What follows belongs to an exercise in optimizing a design on an open flow for small area; a production flow would make more cautious choices. Function was checked by simulation only, so behaviour that the tests miss may differ from the original. No activity file was given, so power comes from the tool's default toggle rates.

==> design.v <==
module Proj4WhackAMole(
    input  MAX10_CLK1_50,
    input  rst,              
    input  [9:0] SW,
    input  [3:0] BTN_N,      
    output [7:0] MATRIX_ROW_N,  
    output [7:0] MATRIX_COL,    
    output [7:0] HEX0,
    output [7:0] HEX1,
    output [7:0] HEX2,
    output [7:0] HEX3,
    output [7:0] HEX4,
    output [7:0] HEX5,
    output [9:0] LEDR
);
wire clk = MAX10_CLK1_50;
wire tick100k;    
ClockDivider100k div1(
    .clk_in(clk),
    .rst(rst),
    .tick(tick100k)
);
reg [2:0] row_sel;
always @(posedge clk)
    if (rst)
        row_sel <= 0;
    else if (tick100k)
        row_sel <= row_sel + 1;
wire tick_game;
SlowGameClock game_div(
    .clk_in(clk),
    .rst(rst),
    .en(tick100k),       
    .tick(tick_game)     
);
wire smash_TL = ~BTN_N[0];
wire smash_TR = ~BTN_N[1];
wire smash_BL = ~BTN_N[2];
wire smash_BR = ~BTN_N[3];
wire smash_any = smash_TL | smash_TR | smash_BL | smash_BR;
wire [1:0] smash_zone =
    smash_TL ? 2'b00 :
    smash_TR ? 2'b01 :
    smash_BL ? 2'b10 :
    smash_BR ? 2'b11 :
    2'b11;    
wire start      = SW[0];    
wire reset      = SW[1];    
wire stats      = SW[2];    
wire difficulty = SW[3];    
wire [1:0] mole_row_group;
wire [1:0] mole_col_group;
wire [7:0] score;
wire [7:0] timer_val;    
wire [7:0] high_score;
wire [2:0] lives;        
wire       show_mole;
WhackFSM_QSMASH fsm(
    .clk(clk),
    .rst(rst),
    .en(tick_game),           
    .start(start),
    .reset(reset),
    .smash_zone(smash_zone),
    .smash_any(smash_any),
    .stats(stats),
    .difficulty(difficulty),
    .mole_row_group(mole_row_group),
    .mole_col_group(mole_col_group),
    .score(score),
    .timer_out(timer_val),
    .high_score(high_score),
    .lives(lives),
    .show_mole(show_mole)
);
wire [7:0] row_drive;
wire [7:0] col_drive;
MatrixDriver2x2 matrix(
    .row_sel(row_sel),
    .mole_row_group(mole_row_group),
    .mole_col_group(mole_col_group),
    .show(show_mole),
    .row_out(row_drive),
    .col_out(col_drive)
);
assign MATRIX_ROW_N[0] = ~row_drive[0];
assign MATRIX_ROW_N[1] = ~row_drive[1];
assign MATRIX_ROW_N[2] = ~row_drive[2];
assign MATRIX_ROW_N[3] = ~row_drive[3];
assign MATRIX_ROW_N[4] = ~row_drive[4];
assign MATRIX_ROW_N[5] = ~row_drive[5];
assign MATRIX_ROW_N[6] = ~row_drive[6];
assign MATRIX_ROW_N[7] = ~row_drive[7];
assign MATRIX_COL[0] = col_drive[0];
assign MATRIX_COL[1] = col_drive[1];
assign MATRIX_COL[2] = col_drive[2];
assign MATRIX_COL[3] = col_drive[3];
assign MATRIX_COL[4] = col_drive[4];
assign MATRIX_COL[5] = col_drive[5];
assign MATRIX_COL[6] = col_drive[6];
assign MATRIX_COL[7] = col_drive[7];
assign LEDR[0] = (lives >= 1);
assign LEDR[1] = (lives >= 2);
assign LEDR[2] = (lives >= 3);
assign LEDR[9:3] = 7'b0000000;
reg [3:0] d0, d1, d2, d3, d4, d5;
reg [7:0] sec;
reg [7:0] hund;
wire in_idle  = (lives == 3 && score == 0 && show_mole == 0);
wire game_over = (lives == 0);
wire show_dp = !(game_over && stats);
always @(*) begin
    d5 = score / 10;
    d4 = score % 10;
    sec  = timer_val / 8'd100;    
    hund = timer_val % 8'd100;    
    d3 = sec / 10;           
    d2 = sec % 10;           
    d1 = hund / 10;          
    d0 = hund % 10;          
    if (in_idle) begin
        d5 = 4'hF;    
        d4 = 4'd5;    
        d3 = 4'hC;    
        d2 = 4'hA;    
        d1 = 4'hD;    
        d0 = 4'hC;    
    end
    else if (game_over && !stats) begin
        d5 = 4'hF;
        d4 = 4'hB;    
        d3 = 4'd0;    
        d2 = 4'd5;    
        d1 = 4'hE;    
        d0 = 4'hF;
    end
    else if (game_over && stats) begin
        d5 = 4'hF;               
        d4 = 4'hF;               
        d3 = 4'hF;               
        d2 = 4'hF;               
        d1 = high_score / 10;    
        d0 = high_score % 10;    
    end
end
wire [7:0] h0, h1, h2, h3, h4, h5;
SevenSeg s0(d0, h0);
SevenSeg s1(d1, h1);
SevenSeg s2(d2, h2);
SevenSeg s3(d3, h3);
SevenSeg s4(d4, h4);
SevenSeg s5(d5, h5);
assign HEX0 = h0;
assign HEX1 = h1;
assign HEX2 = show_dp ? (h2 & 8'b01111111) : h2;  
assign HEX3 = h3;
assign HEX4 = h4;
assign HEX5 = h5;
endmodule
module WhackFSM_QSMASH(
    input clk,
    input rst,
    input en,
    input start,
    input reset,
    input [1:0] smash_zone,
    input smash_any,
    input stats,
    input difficulty,
    output reg [1:0] mole_row_group,
    output reg [1:0] mole_col_group,
    output reg [7:0] score,
    output reg [7:0] timer_out,       
    output reg [7:0] high_score,
    output reg [2:0] lives,           
    output reg show_mole
);
reg [2:0] state;
localparam IDLE         = 3'd0;
localparam LIGHT_MOLE   = 3'd1;
localparam WAIT_INPUT   = 3'd2;
localparam CHECK        = 3'd3;
localparam SCORE_UPDATE = 3'd4;
localparam NEXT_ROUND   = 3'd5;
localparam GAME_OVER    = 3'd6;
reg [15:0] timer;
reg [15:0] allowed_time;    
reg [7:0] lfsr;
wire [1:0] mole_zone =
    (mole_row_group < 2 && mole_col_group < 2) ? 2'b00 :
    (mole_row_group < 2 && mole_col_group > 1) ? 2'b01 :
    (mole_row_group > 1 && mole_col_group < 2) ? 2'b10 :
                                                 2'b11;
reg prev_smash_any;
wire smash_edge = smash_any & ~prev_smash_any;
reg prev_start;
wire start_edge = start & ~prev_start;
reg [7:0] new_score;
always @(posedge clk) begin
  if (rst) begin
    state          <= IDLE;
    score          <= 0;
    lives          <= 3;
    show_mole      <= 0;
    timer_out      <= 0;
    allowed_time   <= 16'd200;
    lfsr           <= 8'hA3;
    high_score     <= 0;
    prev_smash_any <= 0;
    prev_start     <= 0;
    timer          <= 0;
    mole_row_group <= 0;
    mole_col_group <= 0;
  end else if (en) begin
    prev_smash_any <= smash_any;
    prev_start     <= start;
    if (reset) begin
        state        <= IDLE;
        score        <= 0;
        lives        <= 3;          
        show_mole    <= 0;
        timer_out    <= 0;
        allowed_time <= difficulty ? 16'd120 : 16'd200;
        lfsr         <= 8'hA3;
        high_score   <= 0;
    end else begin
        case(state)
            IDLE: begin
                show_mole    <= 0;
                timer_out    <= 0;
                allowed_time <= difficulty ? 16'd120 : 16'd200;
                score        <= 0;
                lives        <= 3;    
                if (start)
                    state <= LIGHT_MOLE;
            end
            LIGHT_MOLE: begin
                lfsr <= {lfsr[6:0], lfsr[7] ^ lfsr[5]};
                mole_row_group <= lfsr[1:0];
                mole_col_group <= lfsr[3:2];
                show_mole      <= 1;
                timer          <= allowed_time;
                timer_out      <= 0;
                state          <= WAIT_INPUT;
            end
            WAIT_INPUT: begin
                if (timer != 0)
                    timer <= timer - 1;
                timer_out <= timer_out + 1;
                if (smash_edge) begin
                    if (smash_zone == mole_zone)
                        state <= SCORE_UPDATE;
                    else
                        state <= CHECK;   
                end else if (timer == 0) begin
                    state <= CHECK;       
                end
            end
            CHECK: begin
                if (lives <= 1) begin
                    lives     <= 0;
                    show_mole <= 0;
                    state     <= GAME_OVER;
                end else begin
                    lives <= lives - 1;
                    state <= NEXT_ROUND;
                end
            end
            SCORE_UPDATE: begin
                new_score = score + 1;
                score     <= new_score;
                if (new_score > high_score)
                    high_score <= new_score;
                if (allowed_time > 16'd60)
                    allowed_time <= allowed_time - 16'd10;
                state <= NEXT_ROUND;
            end
            NEXT_ROUND: begin
                show_mole <= 0;
                state     <= LIGHT_MOLE;
            end
            GAME_OVER: begin
                show_mole <= 0;
                if (start_edge) begin
                    state <= IDLE;
                end
            end
            default: begin
                state <= IDLE;
            end
        endcase
    end
  end
end
endmodule
module MatrixDriver2x2(
    input  [2:0] row_sel,
    input  [1:0] mole_row_group,
    input  [1:0] mole_col_group,
    input        show,
    output reg [7:0] row_out,
    output reg [7:0] col_out
);
    parameter FLIP_ROW = 0;
    parameter FLIP_COL = 0;
    wire [2:0] mole_row_raw = {mole_row_group, 1'b0};
    wire [2:0] mole_col_raw = {mole_col_group, 1'b0};
    wire [2:0] mole_row = FLIP_ROW ? (3'd7 - mole_row_raw) : mole_row_raw;
    wire [2:0] mole_col = FLIP_COL ? (3'd7 - mole_col_raw) : mole_col_raw;
    wire [2:0] real_row_sel = FLIP_ROW ? (3'd7 - row_sel) : row_sel;
    always @(*) begin
        row_out = 8'b11111111;
        col_out = 8'b11111111;
        row_out[real_row_sel] = 1'b0;
        if (show && (real_row_sel == mole_row)) begin
            col_out[mole_col] = 1'b0;
        end
    end
endmodule
module SevenSeg(
    input [3:0] val,
    output reg [7:0] seg
);
always @(*) begin
    case(val)
        4'd0: seg = 8'b11000000;  
        4'd1: seg = 8'b11111001;  
        4'd2: seg = 8'b10100100;  
        4'd3: seg = 8'b10110000;  
        4'd4: seg = 8'b10011001;  
        4'd5: seg = 8'b10010010;  
        4'd6: seg = 8'b10000010;  
        4'd7: seg = 8'b11111000;  
        4'd8: seg = 8'b10000000;  
        4'd9: seg = 8'b10010000;  
        4'hA: seg = 8'b10001000;  
        4'hB: seg = 8'b11000111;  
        4'hC: seg = 8'b10000111;  
        4'hD: seg = 8'b10101111;  
        4'hE: seg = 8'b10000110;  
        4'hF: seg = 8'b11111111;  
        default: seg = 8'b11111111;
    endcase
end
endmodule
module ClockDivider100k(
    input  clk_in,
    input  rst,
    output tick
);
parameter HALF = 9'd3;    
reg [8:0] count;
reg clk_out;
assign tick = (count == HALF - 9'd1) && !clk_out;
always @(posedge clk_in) begin
    if (rst) begin
        count   <= 0;
        clk_out <= 0;
    end else if (count == HALF - 9'd1) begin
        count   <= 0;
        clk_out <= ~clk_out;
    end else begin
        count <= count + 1;
    end
end
endmodule
module SlowGameClock(
    input  clk_in,
    input  rst,
    input  en,
    output tick
);
    parameter HALF = 10'd5;    
    reg [9:0] count;
    reg clk_out;
    assign tick = en && (count == HALF - 10'd1) && !clk_out;
    always @(posedge clk_in) begin
        if (rst) begin
            count   <= 0;
            clk_out <= 0;
        end else if (en) begin
            if (count == HALF - 10'd1) begin
                count   <= 0;
                clk_out <= ~clk_out;
            end else begin
                count <= count + 1;
            end
        end
    end
endmodule
==> run.sh <==
#!/bin/bash
# synth_recipe.tcl (not shown) runs the flow's synth.tcl, then flattens the netlist and writes it again
# the make line also repeats each setting of config.mk as NAME=value (left out here)
make -C /OpenROAD-flow-scripts/flow DESIGN_CONFIG=/design/flow/config.mk WORK_HOME=/design/flow/orfs CLKGATE_MAP_FILE= SYNTH_SCRIPT=/design/flow/synth_recipe.tcl finish
==> config.mk <==
export PLATFORM = sky130hd
export DESIGN_NAME = Proj4WhackAMole
export DESIGN_NICKNAME = Proj4WhackAMole
export VERILOG_FILES = /design/flow/design.v
export SDC_FILE = /design/flow/constraint.sdc
export NUM_CORES = 4
export LEC_CHECK = 0
export ABC_AREA = 1
export CAP_MARGIN = 20
export CORE_MARGIN = 2
export CORE_UTILIZATION = 40
export SLEW_MARGIN = 20
==> constraint.sdc <==
create_clock -name core_clock -period 20.0 [get_ports {MAX10_CLK1_50}]
set_input_delay 4.0000 -clock core_clock [delete_from_list [all_inputs] [get_ports {MAX10_CLK1_50}]]
set_output_delay 4.0000 -clock core_clock [all_outputs]
set_load 0.01 [all_outputs]
==> results.txt <==
-- stage by stage --
stage                     hold WS [ns]  cell area [um2]  instances  utilization [%]
after floorplan                  0.427             8330       1296                -
after global placement           0.437             9140       1598             45.0
after detailed placement         0.446             9140       1598             45.0
after CTS                        0.462             9420       1614             46.4
after global routing             0.491             9420       1614             46.4
final                            0.463             9420       1614             46.4
-- placed cells by master, fill, tap and decap left out, types with 19 or more instances in the layout --
cell type	netlist	final
sky130_fd_sc_hd__a21oi_1	99	99
sky130_fd_sc_hd__clkdlybuf4s50_1	0	67
sky130_fd_sc_hd__dfxtp_1	100	100
sky130_fd_sc_hd__ha_1	61	61
sky130_fd_sc_hd__inv_1	179	179
sky130_fd_sc_hd__inv_2	19	19
sky130_fd_sc_hd__nand2_1	237	237
sky130_fd_sc_hd__nand2_2	29	29
sky130_fd_sc_hd__nand3_1	84	84
sky130_fd_sc_hd__nand4_1	19	19
sky130_fd_sc_hd__nor2_1	141	141
sky130_fd_sc_hd__nor3_1	39	39
sky130_fd_sc_hd__o21ai_0	77	77
sky130_fd_sc_hd__xor2_1	21	21
-- critical path: cells and delay by family --
kind | cells | cell delay [ns]
buf+inv | 8 | 1.75
simple gates | 23 | 2.66
fa+ha+maj | 2 | 0.57
compound gates | 1 | 0.18
-- flip-flops by register name (all words and copies together), names as in the netlist, 8 cells and up --
signal            flops
fsm.lfsr              8
fsm.score             8
fsm.timer_out         8
div1.count            9
game_div.count       10
fsm.allowed_time     15
fsm.high_score        8
fsm.timer            16
-- layout make-up --
cell class | count | area, um2
inverters | 205 | 772
fillers | 2174 | 10900
repair buffers | 70 | 693
clock inverters | 7 | 60.1
well taps | 270 | 338
flip-flops and latches | 100 | 2000
multi-input cells | 953 | 5330
clock buffers | 9 | 225
-- final timing paths --
check / from / end / slack (ns) / cells after the start
setup reg to reg: div1.count[0] / fsm.allowed_time[14] / 16.23 / 27
hold / removal: game_div.count[9] / game_div.count[9] / 0.46 / 1
hold reg to reg: game_div.count[9] / game_div.count[9] / 0.46 / 1
setup / recovery: SW[2] / HEX0[3] / 6.84 / 34
-- cells by family after synthesis --
kind of cell,count (synthesis)
AND/OR/NAND/NOR,597
AO/OA/AOI/OAI,247
buffers and inverters,243
flip-flops,100
adder cells (fa/ha/maj),61
XOR/XNOR,31
other,2
multiplexers,1
-- power by group through the flow --
stage | registers [uW] | logic [uW] | clock network, uW
6_report | 205 | 36.9 | 171
3_3_place_gp | 210 | 36.6 | 0
5_1_grt | 205 | 41.7 | 183
4_1_cts | 205 | 37.3 | 176
2_1_floorplan | 209 | 26.3 | 0
3_5_place_dp | 210 | 37.0 | 0
-- per-layer routing --
metal  wire length [um]  track usage (%)  part of all wire (%)  vias to the layer above
li1                   -                -                     -                     4281
met1               9470             23.8                    49                     3521
met2               8840             30.4                    46                      153
met3                744             2.10                   3.9                       14
met4                185             4.57                  0.96                        0
met5                  0                0                     0                        -
==> results.txt <==
Timing
The accumulated negative setup slack is 0 ns. At the pin with the least slew margin, the transition time is 0.741 ns. After layout, the worst path uses 65.8% of the clock period.

The final number of hold-violating endpoints came to 0. The number of max-slew violations in the final report is 0. The number of setup violations in the final report is 0. The final critical path time including I/O delays and setup is 13.16 ns. Setup repair after global routing left no endpoint under its margin. Static timing analysis puts the maximum clock frequency at 76.0 MHz.

The worst setup skew after layout is 0.0109 ns. The relative slew slack is 50.1%. The final worst slack is 6.84 ns.

Floorplan
Once the floorplan was initialized, standard cells occupied 40.8% of the core. The I/O pin count is 90. The die is 148 um tall. The die footprint is 21900 um2. The horizontal die dimension is 148 um.

The number of rows in the core area is 52. The area of the placeable core is 20300 um2.

Clocking
The number of gates resized after CTS is 0. The CTS tree is built. The post-CTS setup buffer count is 0.

The tree is rooted in a sky130_fd_sc_hd__clkbuf_16. The number of H-tree branching levels is 3. After clock tree synthesis, the clock-pin slew on the worst setup and hold paths is 0.08 ns. The number of buffers created by CTS is 9.

At the later pin of the worst-skew pair, clock insertion delay measures 0.36 ns. For this design, the sink count on the clock tree is 100. The cts-stage hold buffer count is 0.

The buffer depth of the longest clock path is 2.

GRT
The global-route usage over all layers is 17.8%. The initial antenna violation count is 0. The maximum number of pins on one net before global-route repair is 42.

Summed over all layers, the global routing overflow is 0. The number of global-route vias before repair came to 7298. The first-pass GRT wire length is 33000 um.

Synthesis
Counting flops with a built-in enable in the synthesized netlist gives 0. The share of synthesized cell area in and, or, nand and nor gates is 33.8%. The most common cell in the synthesized netlist is sky130_fd_sc_hd__nand2_1.

The sequential-to-total area share from yosys stat is 24.2%. The share of flip-flops with an asynchronous set or reset is 0%. The number of standard cells after synthesis is 1282.

The synthesized netlist devotes 17.0% of its cell area to compound gates. After synthesis, the share of cell area in mux cells is 0.121%. The synthesized design contains 100 register bits. After Yosys synthesis, XOR and XNOR cells account for 3.55% of the synthesized area.

After synthesis, the largest area contributor takes up 24.2% of total cell area. The per-instance average area after synthesis is 6.45 um2. The post-synthesis share of cell area spent on full adders, half adders and majority gates is 9.22%.

For this run, the leading register cell type out of synthesis is sky130_fd_sc_hd__dfxtp_1. The most area-hungry cell type in the Yosys netlist is sky130_fd_sc_hd__dfxtp_1. The dominant combinational cell family by area after synthesis is simple AND/OR/NAND/NOR gates. The count of yosys warnings during synthesis is 6. Sorting the synthesized cells by area gives the leading types as sky130_fd_sc_hd__dfxtp_1, sky130_fd_sc_hd__nand2_1, sky130_fd_sc_hd__ha_1, sky130_fd_sc_hd__inv_1, sky130_fd_sc_hd__nor2_1. The cell area that synthesis handed to floorplanning was 8270 um2. Sorting the synthesized cells by how often they occur yields sky130_fd_sc_hd__nand2_1, sky130_fd_sc_hd__inv_1, sky130_fd_sc_hd__nor2_1. After synthesis, the netlist uses 52 different library cells.

Power and ir drop
Per report_power, the sequential group accounts for 49.7% of the total. The internal power of the cells totals 302 uW. The worst vdd rail ir drop is 0.0000444 V.

After layout, the design draws a total of 413 uW. The total power per unit cell area is 43.8 nW/um2. The share of total power dissipated in the clock network is 41.4%.

The switching part of the total is 26.8%. In this run, the combinational gates consume 8.9% of the power. The analysis attributes to net switching a power of 111 uW.

Summed over all cells, the static leakage comes to 0.00427 uW.

Run status
The run finished with no timing, DRC or antenna violations.

Final layout
The antenna diode count is 0. Cells with a size suffix above 1 make up 8.04% of the layout. The synthesis-to-layout area growth is 13.9%.

The final layout contains 1416 nets.

Flow run
The max capacitance violation total is 0.

Routing
The via-per-instance ratio is 4.94. After detailed routing, the number of remaining DRC violations is 0. The detailed router placed 7969 vias in this run. The total iterations of the first detailed-routing run is 6. Once detail routing completed, the nets flagged for antenna violations numbered 0.

The post-detailed-routing wire length is 19200 um. For this block, the initial DRC count from the detailed router was 344. The mean routed wirelength per cell is 11.9 um.

Place
The post-DP HPWL is 14900 um. Input and output buffers added on the ports amount to 67. The final weighted congestion of routability-driven global placement is 0.816. Prior to clock tree synthesis, the placed netlist has a worst setup slack of 6.80 ns.

Critical path
The worst setup path is captured at an output port. In this run the worst path has a maximum fanout of 12. The critical path in this run is classified as input pin to output port. The worst setup path is launched from an input pin. The delay of the slowest cell on the worst path is 0.55 ns. The data required time at the worst endpoint is 16.00 ns. The most numerous cell on the critical path is sky130_fd_sc_hd__nand2_1. The library cell contributing the largest single delay on the critical path is sky130_fd_sc_hd__nor2_1. The arrival time of the worst setup path is 9.16 ns.

Worst hold path
The tightest min-delay check is of the flip-flop to flip-flop type.

## port drivers added, routing unchanged
The results above use ideal ports. As a check the final layout listed here was re-extracted and re-timed, cells and wires unchanged. Step 1 sets driving cells, clkbuf_16 on the clock port and buf_2 on the other inputs (assumed; they add their load-dependent delay and slew). Step 2 moves the port delays by t, midway between the first and last clock arrival at a register: inputs arrive t later, outputs are due t later. That takes back most of the time a late clock gives input paths. Slacks: no drivers / after step 1 / after step 2; pairs: no drivers / after step 1.
t, ns: 0.398
setup slack, ns: 6.839 / 6.793 / 6.793
slew at the worst register clock pin (ns): 0.08 / 0.08
After both steps this run still meets setup and hold. The setup slack of this run moves by -0.046 ns with the drivers and by -0.046 ns with both steps.
